Background: an optimization exercise with open tools, aiming at small area. Do not read the settings as production practice. The RTL was checked by simulation tests, not by an equivalence proof against the original design. Power and IR drop assume default switching activity.

==> inputs of run G <==
## missile_predictor_fpga
module missile_predictor_fpga(
    input clk50mhz,
    input rst,
    input uart_rx,
    output reg servo_pwm_out_x,
    output reg servo_pwm_out_y
);
==> module missile_predictor_fpga, before the edit <==
module missile_predictor_fpga(
    input clk50mhz,
    input rst,
    input uart_rx,
    output reg servo_pwm_out_x,
    output reg servo_pwm_out_y
);
    reg [12:0] baud;
    reg [3:0]  bit_cnt;
    reg        byte_state;      
    reg        diff;            
    reg [15:0] sr;
    wire rx_idle = bit_cnt[3] & bit_cnt[1];
    wire done    = rx_idle & ~bit_cnt[0];
    wire tick    = ~rx_idle & (&baud);
    wire shift   = tick & ~bit_cnt[3];
    always @(posedge clk50mhz) begin
        if (rx_idle)
            baud <= 13'h1b8b;
        else if (&baud)
            baud <= 13'h08ea;
        else
            baud <= {baud[11:0], baud[12] ^ baud[11] ^ baud[10] ^ baud[7]};
    end
    always @(posedge clk50mhz) begin
        if (rst)
            bit_cnt <= 4'd15;
        else if (rx_idle)
            bit_cnt <= uart_rx ? 4'd15 : 4'd0;
        else if (&baud)
            bit_cnt <= bit_cnt + 4'd1;
    end
    reg [4:0] cnt;
    wire x_done  = done & ~byte_state;
    wire cnt_hi  = cnt[4] & (cnt[3] | cnt[2]);           
    wire cnt_end = cnt[4] & cnt[3] & cnt[2] & cnt[1];    
    wire predict = x_done & cnt_end;
    wire pop     = x_done & diff & cnt_hi & ~cnt_end;
    wire win     = byte_state & ((bit_cnt == 4'd0) | (bit_cnt == 4'd15));
    always @(posedge clk50mhz) begin
        if (rst) begin
            byte_state <= 1'b0;
            diff <= 1'b0;
            sr <= 16'h8080;
            cnt <= 5'd0;
        end else begin
            if (done)
                byte_state <= ~byte_state;
            if (shift)
                diff <= (diff & ~(byte_state & (bit_cnt[2:0] == 3'd0))) | (sr[0] ^ uart_rx);
            if (shift)
                sr <= {uart_rx, sr[15:1]};
            if (x_done) begin
                if (cnt_end)
                    cnt <= {4'd0, diff};
                else if (cnt_hi | diff)
                    cnt <= cnt + 5'd1;
            end
        end
    end
    reg [7:0] ring [0:21];
    reg [3:0] slot;
    reg       slot_y;
    integer i;
    always @(posedge clk50mhz) begin
        if (rst) begin
            slot <= 4'd1;
            slot_y <= 1'b0;
        end else if (!pop) begin
            if (slot == 4'd11) begin
                slot <= 4'd1;
                slot_y <= ~slot_y;
            end else
                slot <= slot + 4'd1;
        end
    end
    wire [7:0] newest = slot_y ? sr[7:0] : sr[15:8];
    wire wr = win & ({1'b0, slot} == cnt);
    always @(posedge clk50mhz) begin
        for (i = 0; i < 21; i = i + 1)
            ring[i] <= ring[i+1];
        ring[21] <= wr ? newest : ring[0];
    end
    function [7:0] extrap(input [7:0] h19, input [7:0] h0);
        reg [8:0] d, v, p;
        begin
            d = {1'b0, h19} - {1'b0, h0};
            v = {{4{d[8]}}, d[8:4]};
            p = {1'b0, h19} + {v[5:0], 3'b000} + {v[7:0], 1'b0};
            extrap = p[7:0] & {8{~p[8]}};
        end
    endfunction
    wire [7:0] pred = extrap(newest, ring[0]);
    reg [7:0] pred_x, pred_y;
    always @(posedge clk50mhz) begin
        if (win & (slot == 4'd1) & ~slot_y)
            pred_x <= pred;
        if (win & (slot == 4'd1) & slot_y)
            pred_y <= pred;
    end
    reg [7:0] x_pos, y_pos;
    always @(posedge clk50mhz) begin
        if (rst) begin
            x_pos <= 8'd128;
            y_pos <= 8'd128;
        end else if (predict) begin
            x_pos <= pred_x;
            y_pos <= pred_y;
        end
    end
    reg [8:0]  pr;
    reg [11:0] pq;
    wire pr_end = &(pr | ~9'd293);
    wire pq_end = &(pq | ~12'd3316) & ~pq[8];
    wire pq_neg = &pq[11:8];
    always @(posedge clk50mhz) begin
        if (rst | (pq_end & (pr == 9'd95))) begin
            pr <= 9'd284;
            pq <= 12'd4010;
        end else if (pr_end) begin
            pr <= 9'd0;
            pq <= pq + 12'd1;
        end else
            pr <= pr + 9'd1;
    end
    wire [13:0] ysum = {5'b0, y_pos, 1'b1} + 14'd170 + {1'b0, ~{pq, pr >= 9'd10}};
    always @(posedge clk50mhz) begin
        if (rst) begin
            servo_pwm_out_x <= 1'b0;
            servo_pwm_out_y <= 1'b0;
        end else begin
            servo_pwm_out_x <= pq_neg | (pq < {4'b0000, x_pos});
            servo_pwm_out_y <= pq_neg | ysum[13];
        end
    end
endmodule
export LEC_CHECK = 0
export CAP_MARGIN = 20
export CORE_MARGIN = 2
export CORE_UTILIZATION = 70
export GPL_ROUTABILITY_DRIVEN = 0
export GPL_TIMING_DRIVEN = 0
export SLEW_MARGIN = 20
create_clock -name core_clock -period 20.0 [get_ports {clk50mhz}]
standard.sh (not shown) runs the stock make flow with config.mk's settings and CLKGATE_MAP_FILE= SYNTH_SCRIPT=/design/flow/synth_recipe.tcl, a recipe that flattens the netlist after the stock synthesis.
==> flow/flow/run.sh <==
#!/bin/bash
# Own layout flow:
#  1. the standard synthesis (standard.sh synth);
#  2. its combinational logic re-mapped for area by ABC (flow/remap.tcl),
#     keeping every register cell and instance name of the standard
#     synthesis;
#  3. the standard layout from floorplan on (standard.sh), with two
#     overrides: every port still gets a buffer, but a buf_1
#     (BUFFER_PORTS_ARGS), and clock tree synthesis uses small clusters of
#     clkbuf_4 sink buffers and no dummy loads (CTS_ARGS).
# Each tool's output goes to a log file of its own in this folder.
set -euo pipefail
R=orfs/results/${FLOW_PLATFORM}/missile_predictor_fpga/base
export BUFFER_PORTS_ARGS="-buffer_cell sky130_fd_sc_hd__buf_1"
export CTS_ARGS="-sink_clustering_enable -repair_clock_nets -dont_use_dummy_load -sink_clustering_size 11 -sink_clustering_max_diameter 40 -buf_list {sky130_fd_sc_hd__clkbuf_4 sky130_fd_sc_hd__clkbuf_8 sky130_fd_sc_hd__clkbuf_16} -sink_clustering_buffer sky130_fd_sc_hd__clkbuf_4 -root_buf sky130_fd_sc_hd__clkbuf_8"

bash standard.sh synth > log_1_standard_synth.log 2>&1
cp "$R/1_2_yosys.v" standard_synth.v

export REMAP_LIB="${FLOW_HOME}/platforms/${FLOW_PLATFORM}/lib/sky130_fd_sc_hd__tt_025C_1v80.lib"
export REMAP_IN="$PWD/standard_synth.v"
export REMAP_OUT="$PWD/remapped.v"
"${FLOW_HOME}/../tools/install/yosys/bin/yosys" -c flow/remap.tcl > log_2_remap.log 2>&1

cp remapped.v "$R/1_2_yosys.v"
rm -f "$R/1_synth.odb" "$R/1_synth.sdc"
bash standard.sh > log_3_standard_layout.log 2>&1
==> flow/flow/remap.tcl <==
# Re-map the combinational logic of the standard synthesis for area.
# The registers stay the cells (and instance names) the standard synthesis
# gave them: their cell modules are black boxes, everything else is
# flattened back to gates and mapped again by ABC. Several ABC scripts are
# tried; the mapping with the smallest cell area is kept.
set lib $::env(REMAP_LIB)
set out $::env(REMAP_OUT)
yosys read_liberty -ignore_miss_func $lib
yosys read_verilog $::env(REMAP_IN)
yosys hierarchy -top $::env(FLOW_TOP)
yosys setattr -mod -set blackbox 1 sky130_fd_sc_hd__dfxtp_1 sky130_fd_sc_hd__edfxtp_1
yosys flatten -separator _
yosys opt_clean
yosys design -save flat

set d "strash;dch,-f"
set e "strash;dch"
set scripts [list \
  "+$d;amap;$d;amap;$d;amap;topo" \
  "+$d;amap;$d;amap;$d;amap;$d;amap;$d;amap;topo" \
  "+$d;amap,-m;$d;amap,-m;$d;amap,-m;topo" \
  "+$e;amap;$e;amap;$e;amap;topo" \
  "+$e;amap;$e;amap;$e;amap;$e;amap;$e;amap;topo" \
  "+strash;dc2;dc2;$d;amap;$d;amap;$d;amap;topo" \
]
set best_area ""
set best_i -1
set i 0
foreach s $scripts {
  yosys design -load flat
  yosys abc -liberty $lib -dont_use sky130_fd_sc_hd__probe_p_8 -dont_use sky130_fd_sc_hd__probec_p_8 -dont_use *lpflow* -script $s
  yosys hilomap -singleton -hicell sky130_fd_sc_hd__conb_1 HI -locell sky130_fd_sc_hd__conb_1 LO
  yosys splitnets
  yosys opt_clean -purge
  yosys tee -o $out.stat$i stat -liberty $lib
  set f [open $out.stat$i r]
  set txt [read $f]
  close $f
  regexp {Chip area for module [^:]*: ([0-9.]+)} $txt -> area
  puts "remap script $i area $area: $s"
  if { $best_area eq "" || $area < $best_area } {
    set best_area $area
    set best_i $i
    yosys write_verilog -noattr -noexpr -nohex -nodec $out
  }
  incr i
}
puts "remap best: script $best_i area $best_area"
==> inputs of run Y, as changes to run G <==
--- a/flow/design.v
+++ b/flow/design.v
@@ -11,3 +11,4 @@
     reg        diff;            
-    reg [15:0] sr;
+    reg [7:0]  last_x;
+    reg [7:0]  uart_y;
     wire rx_idle = bit_cnt[3] & bit_cnt[1];
@@ -39,2 +40,3 @@
     wire win     = byte_state & ((bit_cnt == 4'd0) | (bit_cnt == 4'd15));
+    wire old_bit = byte_state ? uart_y[0] : last_x[0];
     always @(posedge clk50mhz) begin
@@ -43,3 +45,4 @@
             diff <= 1'b0;
-            sr <= 16'h8080;
+            last_x <= 8'd128;
+            uart_y <= 8'd128;
             cnt <= 5'd0;
@@ -49,5 +52,7 @@
             if (shift)
-                diff <= (diff & ~(byte_state & (bit_cnt[2:0] == 3'd0))) | (sr[0] ^ uart_rx);
-            if (shift)
-                sr <= {uart_rx, sr[15:1]};
+                diff <= (diff & ~(byte_state & (bit_cnt[2:0] == 3'd0))) | (old_bit ^ uart_rx);
+            if (shift & ~byte_state)
+                last_x <= {uart_rx, last_x[7:1]};
+            if (shift & byte_state)
+                uart_y <= {uart_rx, uart_y[7:1]};
             if (x_done) begin
@@ -63,2 +68,3 @@
     reg       slot_y;
+    reg       pop_d;
     integer i;
@@ -66,14 +72,16 @@
         if (rst) begin
-            slot <= 4'd1;
+            slot <= 4'd0;
             slot_y <= 1'b0;
-        end else if (!pop) begin
-            if (slot == 4'd11) begin
-                slot <= 4'd1;
+            pop_d <= 1'b0;
+        end else begin
+            pop_d <= pop;
+            if (!(pop | pop_d)) begin
                 slot_y <= ~slot_y;
-            end else
-                slot <= slot + 4'd1;
+                if (slot_y)
+                    slot <= (slot == 4'd10) ? 4'd0 : slot + 4'd1;
+            end
         end
     end
-    wire [7:0] newest = slot_y ? sr[7:0] : sr[15:8];
-    wire wr = win & ({1'b0, slot} == cnt);
+    wire [7:0] newest = slot_y ? uart_y : last_x;
+    wire wr = win & ({1'b0, slot} + 5'd1 == cnt);
     always @(posedge clk50mhz) begin
@@ -95,5 +103,5 @@
     always @(posedge clk50mhz) begin
-        if (win & (slot == 4'd1) & ~slot_y)
+        if (win & (slot == 4'd0) & ~slot_y)
             pred_x <= pred;
-        if (win & (slot == 4'd1) & slot_y)
+        if (win & (slot == 4'd0) & slot_y)
             pred_y <= pred;
@@ -116,5 +124,5 @@
     always @(posedge clk50mhz) begin
-        if (rst | (pq_end & (pr == 9'd95))) begin
-            pr <= 9'd284;
-            pq <= 12'd4010;
+        if (rst | (pq_end & pr_end)) begin
+            pr <= 9'd188;
+            pq <= 12'd4011;
         end else if (pr_end) begin
@@ -125,3 +133,3 @@
     end
-    wire [13:0] ysum = {5'b0, y_pos, 1'b1} + 14'd170 + {1'b0, ~{pq, pr >= 9'd10}};
+    wire [8:0] ky = {1'b0, y_pos} + 9'd85;
     always @(posedge clk50mhz) begin
@@ -131,4 +139,4 @@
         end else begin
-            servo_pwm_out_x <= pq_neg | (pq < {4'b0000, x_pos});
-            servo_pwm_out_y <= pq_neg | ysum[13];
+            servo_pwm_out_x <= pq_neg | ({pq, pr >= 9'd198} < {4'b0000, x_pos, 1'b1});
+            servo_pwm_out_y <= pq_neg | ({pq, pr >= 9'd208} < {3'b000, ky, 1'b1});
         end
==> flow/run.sh (new file) <==
#!/bin/bash
# synth_recipe.tcl (not shown) runs the flow's synth.tcl, then flattens the netlist and writes it again
# the make line also repeats each setting of config.mk as NAME=value (left out here)
make -C /OpenROAD-flow-scripts/flow DESIGN_CONFIG=/design/flow/config.mk WORK_HOME=/design/flow/orfs CLKGATE_MAP_FILE= SYNTH_SCRIPT=/design/flow/synth_recipe.tcl finish
Settings changed: CTS_BUF_LIST set to sky130_fd_sc_hd__clkbuf_16, CTS_CLUSTER_DIAMETER set to 80, CTS_CLUSTER_SIZE set to 35, GPL_ROUTABILITY_DRIVEN 0 to unset, GPL_TIMING_DRIVEN 0 to unset.
removed: flow/flow/run.sh
removed: flow/flow/remap.tcl
removed: flow/standard.sh
==> inputs of run M, as changes to run G <==
--- a/flow/design.v
+++ b/flow/design.v
@@ -11,3 +11,4 @@
     reg        diff;            
-    reg [15:0] sr;
+    reg [7:0]  last_x;
+    reg [7:0]  uart_y;
     wire rx_idle = bit_cnt[3] & bit_cnt[1];
@@ -39,2 +40,3 @@
     wire win     = byte_state & ((bit_cnt == 4'd0) | (bit_cnt == 4'd15));
+    wire old_bit = byte_state ? uart_y[0] : last_x[0];
     always @(posedge clk50mhz) begin
@@ -43,3 +45,4 @@
             diff <= 1'b0;
-            sr <= 16'h8080;
+            last_x <= 8'd128;
+            uart_y <= 8'd128;
             cnt <= 5'd0;
@@ -49,5 +52,7 @@
             if (shift)
-                diff <= (diff & ~(byte_state & (bit_cnt[2:0] == 3'd0))) | (sr[0] ^ uart_rx);
-            if (shift)
-                sr <= {uart_rx, sr[15:1]};
+                diff <= (diff & ~(byte_state & (bit_cnt[2:0] == 3'd0))) | (old_bit ^ uart_rx);
+            if (shift & ~byte_state)
+                last_x <= {uart_rx, last_x[7:1]};
+            if (shift & byte_state)
+                uart_y <= {uart_rx, uart_y[7:1]};
             if (x_done) begin
@@ -76,3 +81,3 @@
     end
-    wire [7:0] newest = slot_y ? sr[7:0] : sr[15:8];
+    wire [7:0] newest = slot_y ? uart_y : last_x;
     wire wr = win & ({1'b0, slot} == cnt);
==> flow/flow/run.sh (replaced) <==
#!/bin/bash
# Own layout flow:
#  1. the standard synthesis (standard.sh synth);
#  2. its combinational logic re-mapped for area by ABC (flow/remap.tcl),
#     keeping every register cell and name of the standard synthesis;
#  3. the standard layout from floorplan on (standard.sh), with the
#     clock tree synthesis arguments overridden (no dummy loads).
# Each tool's output goes to a log file of its own in this folder.
set -euo pipefail
R=orfs/results/${FLOW_PLATFORM}/missile_predictor_fpga/base
export BUFFER_PORTS_ARGS="-buffer_cell sky130_fd_sc_hd__buf_1"
export CTS_ARGS="-sink_clustering_enable -repair_clock_nets -dont_use_dummy_load -sink_clustering_size 13 -sink_clustering_max_diameter 35 -buf_list {sky130_fd_sc_hd__clkbuf_4 sky130_fd_sc_hd__clkbuf_8 sky130_fd_sc_hd__clkbuf_16} -sink_clustering_buffer sky130_fd_sc_hd__clkbuf_4 -root_buf sky130_fd_sc_hd__clkbuf_8"

bash standard.sh synth > log_1_standard_synth.log 2>&1
cp "$R/1_2_yosys.v" standard_synth.v

export REMAP_LIB="${FLOW_HOME}/platforms/${FLOW_PLATFORM}/lib/sky130_fd_sc_hd__tt_025C_1v80.lib"
export REMAP_IN="$PWD/standard_synth.v"
export REMAP_OUT="$PWD/remapped.v"
"${FLOW_HOME}/../tools/install/yosys/bin/yosys" -c flow/remap.tcl > log_2_remap.log 2>&1

cp remapped.v "$R/1_2_yosys.v"
rm -f "$R/1_synth.odb" "$R/1_synth.sdc"
bash standard.sh > log_3_standard_layout.log 2>&1
==> run summary <==
- The highest final cell count belongs to run Y, the lowest to run G.
- The lowest core utilization belongs to run G, the highest to run Y.
- Of run G and run Y, run G has the higher clock skew (gap 42 ps).
- The highest cell area belongs to run Y, the lowest to run G.
- Of run G and run Y, run Y has the higher via count (gap 7.6%, measured against run Y).
- Of run M and run G, run M has the higher hold slack (gap 3.2 ps).
- Routed wire length, lowest first: run G, run M, run Y.
==> figures <==
| metric | run M | run Y | run G |
|---|---|---|---|
| Run status | no timing/DRC/antenna violations | no timing/DRC/antenna violations | no timing/DRC/antenna violations |
| Proportion of power drawn by combinational gates | 0.047 | 0.029 | 0.049 |
| Number of buffers and inverters on the critical path | 3 | 1 | 3 |
| Worst-case setup slack after placement | 14030 ps | 14220 ps | 12690 ps |
| Average via count per standard cell | 5.70 | 5.59 | 5.62 |
| Critical path start-end classification | reg2reg | reg2reg | in2reg |
| First-pass GRT wire length | 21.8 mm | 25.8 mm | 20.8 mm |
| Comb. pwr | 0.0402 mW | 0.0262 mW | 0.0414 mW |
| Number of buffers created by CTS | 31 | 12 | 30 |
| Proportion of total power due to net switching | 0.220 | 0.212 | 0.218 |
| Power consumed by sequential cells | 0.586 mW | 0.577 mW | 0.584 mW |
| Share of power burned in registers | 0.682 | 0.647 | 0.685 |
| Cell with the biggest individual delay on the critical path | sky130_fd_sc_hd__o21ai_0 | sky130_fd_sc_hd__dfxtp_1 | sky130_fd_sc_hd__clkinv_1 |
| Total power consumption of the routed design | 0.858 mW | 0.892 mW | 0.852 mW |
| Clock skew | 61.1 ps | 12.1 ps | 53.8 ps |

## port drivers added, routing unchanged
How much do the figures lean on ideal ports? The routed layouts below were timed once more, with nothing changed but the port constraints. Step 1 sets driving cells, clkbuf_16 on the clock port and buf_2 on the other inputs (assumed; they add their load-dependent delay and slew). Step 2, shift: input delay + t, output delay - t, t = (earliest + latest rising clock arrival at the registers) / 2. This alone moves slack from input paths to output paths. a / b / c = ideal / step 1 / step 2; a / b = the first two.
| run | t, ns | setup slack, ns | worst hold slack (ns) | worst data-port slew with drivers (ns) | pins driven straight from the clock port |
|---|---|---|---|---|---|
| run G | 0.536 | 13.913 / 13.924 / 13.388 | 0.315 / 0.315 / 0.315 | 0.03 | 1 |
| run Y | 0.510 | 14.621 / 14.621 / 14.218 | 0.323 / 0.323 / 0.323 | 0.03 | 1 |
| run M | 0.550 | 13.923 / 13.923 / 13.923 | 0.318 / 0.318 / 0.318 | 0.03 | 1 |
After both steps every run listed still meets setup and hold. For run G, which loses most, drivers alone change the setup slack by +0.011 ns; drivers and shift together by -0.525 ns.
